Source: an optimization exercise on an open RTL-to-GDS flow (aim: small area). Production flows keep margins and buffers that such runs may drop.
Only simulation tests tie the RTL to the original design; equivalence was not proved.
Power figures rest on the tool's default switching activity, not on a simulated workload. The flow treats the clock pin as an ideal source, which a real chip does not have.

==> run K <==
==> flow/design.v (excerpt) <==
module ConvertAB_RCA_n3k32_1(
    input  wire         clk_i,
    input  wire         rst_ni,
    input  wire         i_dvld,
    input  wire         i_rvld,
    input  wire [123:0] i_n,
    input  wire  [95:0] i_a,
    output wire  [95:0] o_z,
    output wire         o_dvld);
wire rvld_n;
assign rvld_n = ~i_rvld;
ConvertAB_RCA_n3k32_1_core
  u_core
   (.clk_i    (clk_i),
    .rst_ni   (rst_ni),
    .i_dvld   (i_dvld),
    .i_rvld   (i_rvld),
    .i_rvld_n (rvld_n),
    .i_n      (i_n),
    .i_a      (i_a),
    .o_z      (o_z),
    .o_dvld   (o_dvld));
endmodule
clock: 5.0 ns
lec_check: 0
cap_margin: 20
core_margin: 2
core_utilization: 65
cts_cluster_diameter: 100
cts_cluster_size: 30
place_density: 0.75
setup_slack_margin: 0.3
slew_margin: 20
synth_hierarchical: 1
synth_minimum_keep_size: 1000
standard.sh (not shown) runs the stock make flow with config.mk's settings and CLKGATE_MAP_FILE= SYNTH_SCRIPT=/design/flow/synth_recipe.tcl, a recipe that flattens the netlist after the stock synthesis.
==> flow/flow/run.sh <==
#!/bin/bash
# Layout flow: the standard layout (standard.sh, ORFS from synthesis to
# the final layout) unchanged, except that the buffer that global placement
# puts on every input and output port is the smallest buffer cell,
# sky130_fd_sc_hd__buf_1, instead of the cell buffer_ports picks by default.
# make's output goes to flow_make.log; each ORFS step logs to orfs/logs/.
set -euo pipefail
export BUFFER_PORTS_ARGS="-buffer_cell sky130_fd_sc_hd__buf_1"
bash standard.sh finish > flow_make.log 2>&1
==> run G (differences from run K) <==
--- a/flow/design.v
+++ b/flow/design.v
@@ -248,43 +248,27 @@
 wire      [2:0] xd;
 wire      [2:0] tmp;
 wire     [95:0] ad;
 wire     [95:0] zd;
 wire            xjd;
 assign aj = {i_a[64+J], i_a[32+J], i_a[J]};
 assign xj = {2'd0, i_a[J]};
 lix_xor #(.W (3)) u0_lix_xor (.i_x (xj), .i_y (i_c), .o_z (b));
-generate
-  if (J == 0) begin: GX0
-    SecAnd_PINI1_n3k1_1_x0
-      u1_SecAnd_PINI1_n3k1_1
-       (.clk_i  (clk_i),
-        .i_rvld (i_rvld),
-        .i_rvld_n (i_rvld_n),
-        .i_n    (i_n),
-        .i_y    (aj),
-        .i_yd   ({ad[64+J], ad[32+J], ad[J]}),
-        .i_ydd  (o_a[0]),
-        .o_xd   (xd),
-        .o_c    (tmp));
-  end else begin: GXJ
-    SecAnd_PINI1_n3k1_1
-      u1_SecAnd_PINI1_n3k1_1
-       (.clk_i  (clk_i),
-        .i_rvld (i_rvld),
-        .i_rvld_n (i_rvld_n),
-        .i_n    (i_n),
-        .i_x    (b),
-        .i_y    (aj),
-        .i_yd   ({ad[64+J], ad[32+J], ad[J]}),
-        .o_xd   (xd),
-        .o_c    (tmp));
-  end
-endgenerate
+SecAnd_PINI1_n3k1_1
+  u1_SecAnd_PINI1_n3k1_1
+   (.clk_i  (clk_i),
+    .i_rvld (i_rvld),
+    .i_rvld_n (i_rvld_n),
+    .i_n    (i_n),
+    .i_x    (b),
+    .i_y    (aj),
+    .i_yd   ({ad[64+J], ad[32+J], ad[J]}),
+    .o_xd   (xd),
+    .o_c    (tmp));
 lix_reg #(.W (96)) u2_lix_reg (.clk_i (clk_i), .i_en (i_rvld), .i_en_n (i_rvld_n), .i_x (i_a), .o_z (ad));
 genvar s;
 generate
   for (s = 0; s < 3; s = s + 1) begin: GSUM
     if (J > 0) begin: GLO
       assign zd[32*s +: J] = ad[32*s +: J];
     end
     if (s == 0) begin: GS0
@@ -293,23 +277,17 @@
       assign zd[32*s + J] = ad[32*s + J] ^ xd[s];
     end
     if (J < 31) begin: GHI
       assign zd[32*s + J + 1 +: 31 - J] = ad[32*s + J + 1 +: 31 - J];
     end
   end
 endgenerate
 lix_reg #(.W (96)) u3_lix_reg (.clk_i (clk_i), .i_en (i_rvld), .i_en_n (i_rvld_n), .i_x (zd), .o_z (o_a));
-generate
-  if (J == 0) begin: GXD0
-    assign xjd = o_a[0];
-  end else begin: GXDJ
-    lix_reg #(.W (1)) u4_lix_reg (.clk_i (clk_i), .i_en (i_rvld), .i_en_n (i_rvld_n), .i_x (ad[J]), .o_z (xjd));
-  end
-endgenerate
+lix_reg #(.W (1)) u4_lix_reg (.clk_i (clk_i), .i_en (i_rvld), .i_en_n (i_rvld_n), .i_x (ad[J]), .o_z (xjd));
 assign o_c = tmp ^ {2'd0, xjd};
 endmodule
 `timescale 1ns/1ps
 module SecAnd_PINI1_n3k1_1(
     input  wire       clk_i,
     input  wire       i_rvld,
     input  wire       i_rvld_n,
     input  wire [2:0] i_n,
@@ -351,60 +329,16 @@
                                 .i_y (v), .o_z (xav));
 lix_reg #(.W (6))  u11_lix_reg (.clk_i (clk_i), .i_en (i_rvld), .i_en_n (i_rvld_n), .i_x (xav), .o_z (t));
 lix_xor #(.W (6))  u12_lix_xor (.i_x (u), .i_y (t), .o_z (z));
 lix_xor #(.W (3))  u13_lix_xor (.i_x ({z[4], z[2], z[0]}), .i_y ({z[5], z[3], z[1]}), .o_z (zxz));
 lix_xor #(.W (3))  u14_lix_xor (.i_x (k), .i_y (zxz), .o_z (o_c));
 assign o_xd = xd;
 endmodule
 `timescale 1ns/1ps
-module SecAnd_PINI1_n3k1_1_x0(
-    input  wire       clk_i,
-    input  wire       i_rvld,
-    input  wire       i_rvld_n,
-    input  wire [2:0] i_n,
-    input  wire [2:0] i_y,
-    input  wire [2:0] i_yd,
-    input  wire       i_ydd,
-    output wire [2:0] o_xd,
-    output wire [2:0] o_c);
-wire [2:0] xd;
-wire [2:0] rn;
-wire [1:0] yxn;
-wire [1:0] v;
-wire       xdn;
-wire [1:0] xar;
-wire [1:0] u01;
-wire [2:0] u234;
-wire [5:0] u;
-wire [2:0] k;
-wire [1:0] xav;
-wire [1:0] t01;
-wire [5:0] t;
-wire [5:0] z;
-wire [2:0] zxz;
-assign xd = {2'd0, i_yd[0]};
-lix_reg #(.W (3))  u2_lix_reg (.clk_i (clk_i), .i_en (i_rvld), .i_en_n (i_rvld_n), .i_x (i_n), .o_z (rn));
-lix_xor #(.W (2))  u3_lix_xor (.i_x ({i_y[2], i_y[1]}), .i_y ({i_n[1], i_n[0]}), .o_z (yxn));
-lix_reg #(.W (2))  u4_lix_reg (.clk_i (clk_i), .i_en (i_rvld), .i_en_n (i_rvld_n), .i_x (yxn), .o_z (v));
-lix_not #(.W (1))  u5_lix_not (.i_x (xd[0]), .o_z (xdn));
-lix_and #(.W (2))  u6_lix_and (.i_x ({xdn, xdn}), .i_y ({rn[1], rn[0]}), .o_z (xar));
-lix_reg #(.W (2))  u7_lix_reg (.clk_i (clk_i), .i_en (i_rvld), .i_en_n (i_rvld_n), .i_x (xar), .o_z (u01));
-lix_reg #(.W (3))  u71_lix_reg (.clk_i (clk_i), .i_en (i_rvld), .i_en_n (i_rvld_n), .i_x ({rn[1], rn[2], rn[0]}), .o_z (u234));
-assign u = {u234[1], u234[2], u234[1], u234[0], u01};
-assign k = {2'd0, i_ydd};
-lix_and #(.W (2))  u10_lix_and (.i_x ({xd[0], xd[0]}), .i_y (v), .o_z (xav));
-lix_reg #(.W (2))  u11_lix_reg (.clk_i (clk_i), .i_en (i_rvld), .i_en_n (i_rvld_n), .i_x (xav), .o_z (t01));
-assign t = {4'd0, t01};
-lix_xor #(.W (6))  u12_lix_xor (.i_x (u), .i_y (t), .o_z (z));
-lix_xor #(.W (3))  u13_lix_xor (.i_x ({z[4], z[2], z[0]}), .i_y ({z[5], z[3], z[1]}), .o_z (zxz));
-lix_xor #(.W (3))  u14_lix_xor (.i_x (k), .i_y (zxz), .o_z (o_c));
-assign o_xd = xd;
-endmodule
-`timescale 1ns/1ps
 module ConvertAB_RCA_n2k32_1(
     input  wire        clk_i,
     input  wire        i_rvld,
     input  wire        i_rvld_n,
     input  wire [30:0] i_n,
     input  wire [63:0] i_a,
     output wire [63:0] o_z);
 SecRCA_n2k32_1
@@ -469,43 +403,27 @@
 wire      [1:0] xd;
 wire      [1:0] tmp;
 wire     [63:0] ad;
 wire     [63:0] zd;
 wire            xjd;
 assign aj = {i_a[32+J], i_a[J]};
 assign xj = {1'd0, i_a[J]};
 lix_xor #(.W (2)) u0_lix_xor (.i_x (xj), .i_y (i_c), .o_z (b));
-generate
-  if (J == 0) begin: GX0
-    SecAnd_PINI1_n2k1_1_x0
-      u1_SecAnd_PINI1_n2k1_1
-       (.clk_i  (clk_i),
-        .i_rvld (i_rvld),
-        .i_rvld_n (i_rvld_n),
-        .i_n    (i_n),
-        .i_y    (aj),
-        .i_yd   ({ad[32+J], ad[J]}),
-        .i_ydd  (o_a[0]),
-        .o_xd   (xd),
-        .o_c    (tmp));
-  end else begin: GXJ
-    SecAnd_PINI1_n2k1_1
-      u1_SecAnd_PINI1_n2k1_1
-       (.clk_i  (clk_i),
-        .i_rvld (i_rvld),
-        .i_rvld_n (i_rvld_n),
-        .i_n    (i_n),
-        .i_x    (b),
-        .i_y    (aj),
-        .i_yd   ({ad[32+J], ad[J]}),
-        .o_xd   (xd),
-        .o_c    (tmp));
-  end
-endgenerate
+SecAnd_PINI1_n2k1_1
+  u1_SecAnd_PINI1_n2k1_1
+   (.clk_i  (clk_i),
+    .i_rvld (i_rvld),
+    .i_rvld_n (i_rvld_n),
+    .i_n    (i_n),
+    .i_x    (b),
+    .i_y    (aj),
+    .i_yd   ({ad[32+J], ad[J]}),
+    .o_xd   (xd),
+    .o_c    (tmp));
 lix_reg #(.W (64)) u2_lix_reg (.clk_i (clk_i), .i_en (i_rvld), .i_en_n (i_rvld_n), .i_x (i_a), .o_z (ad));
 genvar s;
 generate
   for (s = 0; s < 2; s = s + 1) begin: GSUM
     if (J > 0) begin: GLO
       assign zd[32*s +: J] = ad[32*s +: J];
     end
     if (s == 0) begin: GS0
@@ -514,23 +432,17 @@
       assign zd[32*s + J] = ad[32*s + J] ^ xd[s];
     end
     if (J < 31) begin: GHI
       assign zd[32*s + J + 1 +: 31 - J] = ad[32*s + J + 1 +: 31 - J];
     end
   end
 endgenerate
 lix_reg #(.W (64)) u3_lix_reg (.clk_i (clk_i), .i_en (i_rvld), .i_en_n (i_rvld_n), .i_x (zd), .o_z (o_a));
-generate
-  if (J == 0) begin: GXD0
-    assign xjd = o_a[0];
-  end else begin: GXDJ
-    lix_reg #(.W (1)) u4_lix_reg (.clk_i (clk_i), .i_en (i_rvld), .i_en_n (i_rvld_n), .i_x (ad[J]), .o_z (xjd));
-  end
-endgenerate
+lix_reg #(.W (1)) u4_lix_reg (.clk_i (clk_i), .i_en (i_rvld), .i_en_n (i_rvld_n), .i_x (ad[J]), .o_z (xjd));
 assign o_c = tmp ^ {1'd0, xjd};
 endmodule
 `timescale 1ns/1ps
 module SecAnd_PINI1_n2k1_1(
     input  wire       clk_i,
     input  wire       i_rvld,
     input  wire       i_rvld_n,
     input  wire [0:0] i_n,
@@ -565,46 +477,8 @@
 lix_and #(.W (2))  u8_lix_and (.i_x (xd), .i_y (yd), .o_z (xay));
 lix_reg #(.W (2))  u9_lix_reg (.clk_i (clk_i), .i_en (i_rvld), .i_en_n (i_rvld_n), .i_x (xay), .o_z (k));
 lix_and #(.W (2))  u10_lix_and (.i_x (xd), .i_y (v), .o_z (xav));
 lix_reg #(.W (2))  u11_lix_reg (.clk_i (clk_i), .i_en (i_rvld), .i_en_n (i_rvld_n), .i_x (xav), .o_z (t));
 lix_xor #(.W (2))  u12_lix_xor (.i_x (u), .i_y (t), .o_z (z));
 lix_xor #(.W (2))  u13_lix_xor (.i_x (k), .i_y (z), .o_z (o_c));
 assign o_xd = xd;
 endmodule
-`timescale 1ns/1ps
-module SecAnd_PINI1_n2k1_1_x0(
-    input  wire       clk_i,
-    input  wire       i_rvld,
-    input  wire       i_rvld_n,
-    input  wire [0:0] i_n,
-    input  wire [1:0] i_y,
-    input  wire [1:0] i_yd,
-    input  wire       i_ydd,
-    output wire [1:0] o_xd,
-    output wire [1:0] o_c);
-wire [1:0] xd;
-wire [0:0] rn;
-wire [0:0] yxn;
-wire [0:0] v;
-wire       xdn;
-wire [0:0] xar;
-wire [1:0] u;
-wire [1:0] k;
-wire [0:0] xav;
-wire [0:0] t0;
-wire [1:0] t;
-wire [1:0] z;
-assign xd = {1'd0, i_yd[0]};
-lix_reg #(.W (1))  u2_lix_reg (.clk_i (clk_i), .i_en (i_rvld), .i_en_n (i_rvld_n), .i_x (i_n), .o_z (rn));
-lix_xor #(.W (1))  u3_lix_xor (.i_x (i_y[1]), .i_y (i_n[0]), .o_z (yxn));
-lix_reg #(.W (1))  u4_lix_reg (.clk_i (clk_i), .i_en (i_rvld), .i_en_n (i_rvld_n), .i_x (yxn), .o_z (v));
-lix_not #(.W (1))  u5_lix_not (.i_x (xd[0]), .o_z (xdn));
-lix_and #(.W (1))  u6_lix_and (.i_x (xdn), .i_y (rn), .o_z (xar));
-lix_reg #(.W (2))  u7_lix_reg (.clk_i (clk_i), .i_en (i_rvld), .i_en_n (i_rvld_n), .i_x ({rn, xar}), .o_z (u));
-assign k = {1'd0, i_ydd};
-lix_and #(.W (1))  u10_lix_and (.i_x (xd[0]), .i_y (v), .o_z (xav));
-lix_reg #(.W (1))  u11_lix_reg (.clk_i (clk_i), .i_en (i_rvld), .i_en_n (i_rvld_n), .i_x (xav), .o_z (t0));
-assign t = {1'd0, t0};
-lix_xor #(.W (2))  u12_lix_xor (.i_x (u), .i_y (t), .o_z (z));
-lix_xor #(.W (2))  u13_lix_xor (.i_x (k), .i_y (z), .o_z (o_c));
-assign o_xd = xd;
-endmodule
==> flow/run.sh (new file) <==
#!/bin/bash
# synth_recipe.tcl (not shown) runs the flow's synth.tcl, then flattens the netlist and writes it again
# the make line also repeats each setting of config.mk as NAME=value (left out here)
make -C /OpenROAD-flow-scripts/flow DESIGN_CONFIG=/design/flow/config.mk WORK_HOME=/design/flow/orfs CLKGATE_MAP_FILE= SYNTH_SCRIPT=/design/flow/synth_recipe.tcl finish
==> flow/config.mk (replaced) <==
export PLATFORM = sky130hd
export DESIGN_NAME = ConvertAB_RCA_n3k32_1
export DESIGN_NICKNAME = ConvertAB_RCA_n3k32_1
export VERILOG_FILES = /design/flow/design.v
export SDC_FILE = /design/flow/constraint.sdc
export NUM_CORES = 8
export LEC_CHECK = 0
export CAP_MARGIN = 20
export CORE_MARGIN = 2
export CORE_UTILIZATION = 40
export CTS_CLUSTER_DIAMETER = 100
export CTS_CLUSTER_SIZE = 30
export PLACE_DENSITY = 0.6
export SETUP_SLACK_MARGIN = 0.3
export SLEW_MARGIN = 20
export SYNTH_HIERARCHICAL = 1
export SYNTH_MINIMUM_KEEP_SIZE = 1000
removed: flow/flow/run.sh
removed: flow/standard.sh
==> run Z (differences from run K) <==
--- a/flow/design.v
+++ b/flow/design.v
@@ -248,43 +248,27 @@
 wire      [2:0] xd;
 wire      [2:0] tmp;
 wire     [95:0] ad;
 wire     [95:0] zd;
 wire            xjd;
 assign aj = {i_a[64+J], i_a[32+J], i_a[J]};
 assign xj = {2'd0, i_a[J]};
 lix_xor #(.W (3)) u0_lix_xor (.i_x (xj), .i_y (i_c), .o_z (b));
-generate
-  if (J == 0) begin: GX0
-    SecAnd_PINI1_n3k1_1_x0
-      u1_SecAnd_PINI1_n3k1_1
-       (.clk_i  (clk_i),
-        .i_rvld (i_rvld),
-        .i_rvld_n (i_rvld_n),
-        .i_n    (i_n),
-        .i_y    (aj),
-        .i_yd   ({ad[64+J], ad[32+J], ad[J]}),
-        .i_ydd  (o_a[0]),
-        .o_xd   (xd),
-        .o_c    (tmp));
-  end else begin: GXJ
-    SecAnd_PINI1_n3k1_1
-      u1_SecAnd_PINI1_n3k1_1
-       (.clk_i  (clk_i),
-        .i_rvld (i_rvld),
-        .i_rvld_n (i_rvld_n),
-        .i_n    (i_n),
-        .i_x    (b),
-        .i_y    (aj),
-        .i_yd   ({ad[64+J], ad[32+J], ad[J]}),
-        .o_xd   (xd),
-        .o_c    (tmp));
-  end
-endgenerate
+SecAnd_PINI1_n3k1_1
+  u1_SecAnd_PINI1_n3k1_1
+   (.clk_i  (clk_i),
+    .i_rvld (i_rvld),
+    .i_rvld_n (i_rvld_n),
+    .i_n    (i_n),
+    .i_x    (b),
+    .i_y    (aj),
+    .i_yd   ({ad[64+J], ad[32+J], ad[J]}),
+    .o_xd   (xd),
+    .o_c    (tmp));
 lix_reg #(.W (96)) u2_lix_reg (.clk_i (clk_i), .i_en (i_rvld), .i_en_n (i_rvld_n), .i_x (i_a), .o_z (ad));
 genvar s;
 generate
   for (s = 0; s < 3; s = s + 1) begin: GSUM
     if (J > 0) begin: GLO
       assign zd[32*s +: J] = ad[32*s +: J];
     end
     if (s == 0) begin: GS0
@@ -293,23 +277,17 @@
       assign zd[32*s + J] = ad[32*s + J] ^ xd[s];
     end
     if (J < 31) begin: GHI
       assign zd[32*s + J + 1 +: 31 - J] = ad[32*s + J + 1 +: 31 - J];
     end
   end
 endgenerate
 lix_reg #(.W (96)) u3_lix_reg (.clk_i (clk_i), .i_en (i_rvld), .i_en_n (i_rvld_n), .i_x (zd), .o_z (o_a));
-generate
-  if (J == 0) begin: GXD0
-    assign xjd = o_a[0];
-  end else begin: GXDJ
-    lix_reg #(.W (1)) u4_lix_reg (.clk_i (clk_i), .i_en (i_rvld), .i_en_n (i_rvld_n), .i_x (ad[J]), .o_z (xjd));
-  end
-endgenerate
+lix_reg #(.W (1)) u4_lix_reg (.clk_i (clk_i), .i_en (i_rvld), .i_en_n (i_rvld_n), .i_x (ad[J]), .o_z (xjd));
 assign o_c = tmp ^ {2'd0, xjd};
 endmodule
 `timescale 1ns/1ps
 module SecAnd_PINI1_n3k1_1(
     input  wire       clk_i,
     input  wire       i_rvld,
     input  wire       i_rvld_n,
     input  wire [2:0] i_n,
@@ -351,60 +329,16 @@
                                 .i_y (v), .o_z (xav));
 lix_reg #(.W (6))  u11_lix_reg (.clk_i (clk_i), .i_en (i_rvld), .i_en_n (i_rvld_n), .i_x (xav), .o_z (t));
 lix_xor #(.W (6))  u12_lix_xor (.i_x (u), .i_y (t), .o_z (z));
 lix_xor #(.W (3))  u13_lix_xor (.i_x ({z[4], z[2], z[0]}), .i_y ({z[5], z[3], z[1]}), .o_z (zxz));
 lix_xor #(.W (3))  u14_lix_xor (.i_x (k), .i_y (zxz), .o_z (o_c));
 assign o_xd = xd;
 endmodule
 `timescale 1ns/1ps
-module SecAnd_PINI1_n3k1_1_x0(
-    input  wire       clk_i,
-    input  wire       i_rvld,
-    input  wire       i_rvld_n,
-    input  wire [2:0] i_n,
-    input  wire [2:0] i_y,
-    input  wire [2:0] i_yd,
-    input  wire       i_ydd,
-    output wire [2:0] o_xd,
-    output wire [2:0] o_c);
-wire [2:0] xd;
-wire [2:0] rn;
-wire [1:0] yxn;
-wire [1:0] v;
-wire       xdn;
-wire [1:0] xar;
-wire [1:0] u01;
-wire [2:0] u234;
-wire [5:0] u;
-wire [2:0] k;
-wire [1:0] xav;
-wire [1:0] t01;
-wire [5:0] t;
-wire [5:0] z;
-wire [2:0] zxz;
-assign xd = {2'd0, i_yd[0]};
-lix_reg #(.W (3))  u2_lix_reg (.clk_i (clk_i), .i_en (i_rvld), .i_en_n (i_rvld_n), .i_x (i_n), .o_z (rn));
-lix_xor #(.W (2))  u3_lix_xor (.i_x ({i_y[2], i_y[1]}), .i_y ({i_n[1], i_n[0]}), .o_z (yxn));
-lix_reg #(.W (2))  u4_lix_reg (.clk_i (clk_i), .i_en (i_rvld), .i_en_n (i_rvld_n), .i_x (yxn), .o_z (v));
-lix_not #(.W (1))  u5_lix_not (.i_x (xd[0]), .o_z (xdn));
-lix_and #(.W (2))  u6_lix_and (.i_x ({xdn, xdn}), .i_y ({rn[1], rn[0]}), .o_z (xar));
-lix_reg #(.W (2))  u7_lix_reg (.clk_i (clk_i), .i_en (i_rvld), .i_en_n (i_rvld_n), .i_x (xar), .o_z (u01));
-lix_reg #(.W (3))  u71_lix_reg (.clk_i (clk_i), .i_en (i_rvld), .i_en_n (i_rvld_n), .i_x ({rn[1], rn[2], rn[0]}), .o_z (u234));
-assign u = {u234[1], u234[2], u234[1], u234[0], u01};
-assign k = {2'd0, i_ydd};
-lix_and #(.W (2))  u10_lix_and (.i_x ({xd[0], xd[0]}), .i_y (v), .o_z (xav));
-lix_reg #(.W (2))  u11_lix_reg (.clk_i (clk_i), .i_en (i_rvld), .i_en_n (i_rvld_n), .i_x (xav), .o_z (t01));
-assign t = {4'd0, t01};
-lix_xor #(.W (6))  u12_lix_xor (.i_x (u), .i_y (t), .o_z (z));
-lix_xor #(.W (3))  u13_lix_xor (.i_x ({z[4], z[2], z[0]}), .i_y ({z[5], z[3], z[1]}), .o_z (zxz));
-lix_xor #(.W (3))  u14_lix_xor (.i_x (k), .i_y (zxz), .o_z (o_c));
-assign o_xd = xd;
-endmodule
-`timescale 1ns/1ps
 module ConvertAB_RCA_n2k32_1(
     input  wire        clk_i,
     input  wire        i_rvld,
     input  wire        i_rvld_n,
     input  wire [30:0] i_n,
     input  wire [63:0] i_a,
     output wire [63:0] o_z);
 SecRCA_n2k32_1
@@ -469,43 +403,27 @@
 wire      [1:0] xd;
 wire      [1:0] tmp;
 wire     [63:0] ad;
 wire     [63:0] zd;
 wire            xjd;
 assign aj = {i_a[32+J], i_a[J]};
 assign xj = {1'd0, i_a[J]};
 lix_xor #(.W (2)) u0_lix_xor (.i_x (xj), .i_y (i_c), .o_z (b));
-generate
-  if (J == 0) begin: GX0
-    SecAnd_PINI1_n2k1_1_x0
-      u1_SecAnd_PINI1_n2k1_1
-       (.clk_i  (clk_i),
-        .i_rvld (i_rvld),
-        .i_rvld_n (i_rvld_n),
-        .i_n    (i_n),
-        .i_y    (aj),
-        .i_yd   ({ad[32+J], ad[J]}),
-        .i_ydd  (o_a[0]),
-        .o_xd   (xd),
-        .o_c    (tmp));
-  end else begin: GXJ
-    SecAnd_PINI1_n2k1_1
-      u1_SecAnd_PINI1_n2k1_1
-       (.clk_i  (clk_i),
-        .i_rvld (i_rvld),
-        .i_rvld_n (i_rvld_n),
-        .i_n    (i_n),
-        .i_x    (b),
-        .i_y    (aj),
-        .i_yd   ({ad[32+J], ad[J]}),
-        .o_xd   (xd),
-        .o_c    (tmp));
-  end
-endgenerate
+SecAnd_PINI1_n2k1_1
+  u1_SecAnd_PINI1_n2k1_1
+   (.clk_i  (clk_i),
+    .i_rvld (i_rvld),
+    .i_rvld_n (i_rvld_n),
+    .i_n    (i_n),
+    .i_x    (b),
+    .i_y    (aj),
+    .i_yd   ({ad[32+J], ad[J]}),
+    .o_xd   (xd),
+    .o_c    (tmp));
 lix_reg #(.W (64)) u2_lix_reg (.clk_i (clk_i), .i_en (i_rvld), .i_en_n (i_rvld_n), .i_x (i_a), .o_z (ad));
 genvar s;
 generate
   for (s = 0; s < 2; s = s + 1) begin: GSUM
     if (J > 0) begin: GLO
       assign zd[32*s +: J] = ad[32*s +: J];
     end
     if (s == 0) begin: GS0
@@ -514,23 +432,17 @@
       assign zd[32*s + J] = ad[32*s + J] ^ xd[s];
     end
     if (J < 31) begin: GHI
       assign zd[32*s + J + 1 +: 31 - J] = ad[32*s + J + 1 +: 31 - J];
     end
   end
 endgenerate
 lix_reg #(.W (64)) u3_lix_reg (.clk_i (clk_i), .i_en (i_rvld), .i_en_n (i_rvld_n), .i_x (zd), .o_z (o_a));
-generate
-  if (J == 0) begin: GXD0
-    assign xjd = o_a[0];
-  end else begin: GXDJ
-    lix_reg #(.W (1)) u4_lix_reg (.clk_i (clk_i), .i_en (i_rvld), .i_en_n (i_rvld_n), .i_x (ad[J]), .o_z (xjd));
-  end
-endgenerate
+lix_reg #(.W (1)) u4_lix_reg (.clk_i (clk_i), .i_en (i_rvld), .i_en_n (i_rvld_n), .i_x (ad[J]), .o_z (xjd));
 assign o_c = tmp ^ {1'd0, xjd};
 endmodule
 `timescale 1ns/1ps
 module SecAnd_PINI1_n2k1_1(
     input  wire       clk_i,
     input  wire       i_rvld,
     input  wire       i_rvld_n,
     input  wire [0:0] i_n,
@@ -565,46 +477,8 @@
 lix_and #(.W (2))  u8_lix_and (.i_x (xd), .i_y (yd), .o_z (xay));
 lix_reg #(.W (2))  u9_lix_reg (.clk_i (clk_i), .i_en (i_rvld), .i_en_n (i_rvld_n), .i_x (xay), .o_z (k));
 lix_and #(.W (2))  u10_lix_and (.i_x (xd), .i_y (v), .o_z (xav));
 lix_reg #(.W (2))  u11_lix_reg (.clk_i (clk_i), .i_en (i_rvld), .i_en_n (i_rvld_n), .i_x (xav), .o_z (t));
 lix_xor #(.W (2))  u12_lix_xor (.i_x (u), .i_y (t), .o_z (z));
 lix_xor #(.W (2))  u13_lix_xor (.i_x (k), .i_y (z), .o_z (o_c));
 assign o_xd = xd;
 endmodule
-`timescale 1ns/1ps
-module SecAnd_PINI1_n2k1_1_x0(
-    input  wire       clk_i,
-    input  wire       i_rvld,
-    input  wire       i_rvld_n,
-    input  wire [0:0] i_n,
-    input  wire [1:0] i_y,
-    input  wire [1:0] i_yd,
-    input  wire       i_ydd,
-    output wire [1:0] o_xd,
-    output wire [1:0] o_c);
-wire [1:0] xd;
-wire [0:0] rn;
-wire [0:0] yxn;
-wire [0:0] v;
-wire       xdn;
-wire [0:0] xar;
-wire [1:0] u;
-wire [1:0] k;
-wire [0:0] xav;
-wire [0:0] t0;
-wire [1:0] t;
-wire [1:0] z;
-assign xd = {1'd0, i_yd[0]};
-lix_reg #(.W (1))  u2_lix_reg (.clk_i (clk_i), .i_en (i_rvld), .i_en_n (i_rvld_n), .i_x (i_n), .o_z (rn));
-lix_xor #(.W (1))  u3_lix_xor (.i_x (i_y[1]), .i_y (i_n[0]), .o_z (yxn));
-lix_reg #(.W (1))  u4_lix_reg (.clk_i (clk_i), .i_en (i_rvld), .i_en_n (i_rvld_n), .i_x (yxn), .o_z (v));
-lix_not #(.W (1))  u5_lix_not (.i_x (xd[0]), .o_z (xdn));
-lix_and #(.W (1))  u6_lix_and (.i_x (xdn), .i_y (rn), .o_z (xar));
-lix_reg #(.W (2))  u7_lix_reg (.clk_i (clk_i), .i_en (i_rvld), .i_en_n (i_rvld_n), .i_x ({rn, xar}), .o_z (u));
-assign k = {1'd0, i_ydd};
-lix_and #(.W (1))  u10_lix_and (.i_x (xd[0]), .i_y (v), .o_z (xav));
-lix_reg #(.W (1))  u11_lix_reg (.clk_i (clk_i), .i_en (i_rvld), .i_en_n (i_rvld_n), .i_x (xav), .o_z (t0));
-assign t = {1'd0, t0};
-lix_xor #(.W (2))  u12_lix_xor (.i_x (u), .i_y (t), .o_z (z));
-lix_xor #(.W (2))  u13_lix_xor (.i_x (k), .i_y (z), .o_z (o_c));
-assign o_xd = xd;
-endmodule
==> flow/run.sh (new file) <==
#!/bin/bash
# synth_recipe.tcl (not shown) runs the flow's synth.tcl, then flattens the netlist and writes it again
# the make line also repeats each setting of config.mk as NAME=value (left out here)
make -C /OpenROAD-flow-scripts/flow DESIGN_CONFIG=/design/flow/config.mk WORK_HOME=/design/flow/orfs CLKGATE_MAP_FILE= SYNTH_SCRIPT=/design/flow/synth_recipe.tcl finish
removed: flow/flow/run.sh
removed: flow/standard.sh
==> qor summary <==
metric	run Z	run G	run K
Sum of met2 wire segment lengths after detailed routing	302000 microns	296000 microns	304000 microns
Sequential cell fraction of total power	65.9%	64.1%	65.9%
Post-detailed-placement half-perimeter wirelength	399000 microns	402000 microns	404000 microns
Largest stage delay, worst path	580 ps	610 ps	500 ps
Total power of the final layout	0.189 W	0.194 W	0.189 W
Synth Cell Area	409000 sq um	409000 sq um	409000 sq um
Flip-flop and latch count	13268	13268	13245
Cell count after placement	36729	41979	36712
Maximum resistive drop on vdd	0.000441 V	0.000251 V	0.000387 V
TritonCTS Buffers	481	541	480
Fill cells	45132	92237	45359
Net load switching power	0.0438 W	0.0457 W	0.0439 W
Number of different library cells in the post-synthesis netlist	20	20	18
Result of the run	complete, no violations	complete, no violations	complete, no violations
Count of plain and timing-repair buffers in the layout	782	767	810
Net Count, Synth	31008	31008	30953
Max-Slew Margin vs Limit	23.7%	22.4%	20.1%
Met2 global-route usage	31.6%	19.0%	31.6%
Drt pass-1 iters	6	5	5
Global-route wire length before repair	1110000 microns	1150000 microns	1120000 microns
Maximum operating frequency	264 MHz	274 MHz	297 MHz
Clock distribution area overhead in the final layout	2.94%	3.45%	2.97%
Total die area	635000 sq um	1030000 sq um	636000 sq um
Number of buffers added to fix hold violations after cts	0	0	1

==> afterwards: timing with drivers on the ports <==
The flow's constraints put no driver on any port. The routed layouts listed below were extracted and timed again, unchanged, in two steps. Step 1 sets driving cells, clkbuf_16 on the clock port and buf_2 on the other inputs (assumed; they add their load-dependent delay and slew). Step 2 times the ports against the registers' clock, not the clock port: input delays grow and output delays shrink by t, the midpoint of the rising clock arrivals with the driver on. Slacks: no drivers / after step 1 / after step 2; pairs: no drivers / after step 1.
run | t (ns) | slack for setup (ns) | worst slew at a driven data input, ns
run K | 1.182 | 1.637 / 1.514 / 1.686 | 0.37
run G | 1.185 | 1.352 / 1.206 / 1.372 | 0.36
run Z | 1.191 | 1.207 / 1.080 / 1.290 | 0.24
After both steps every run listed still meets setup and hold.
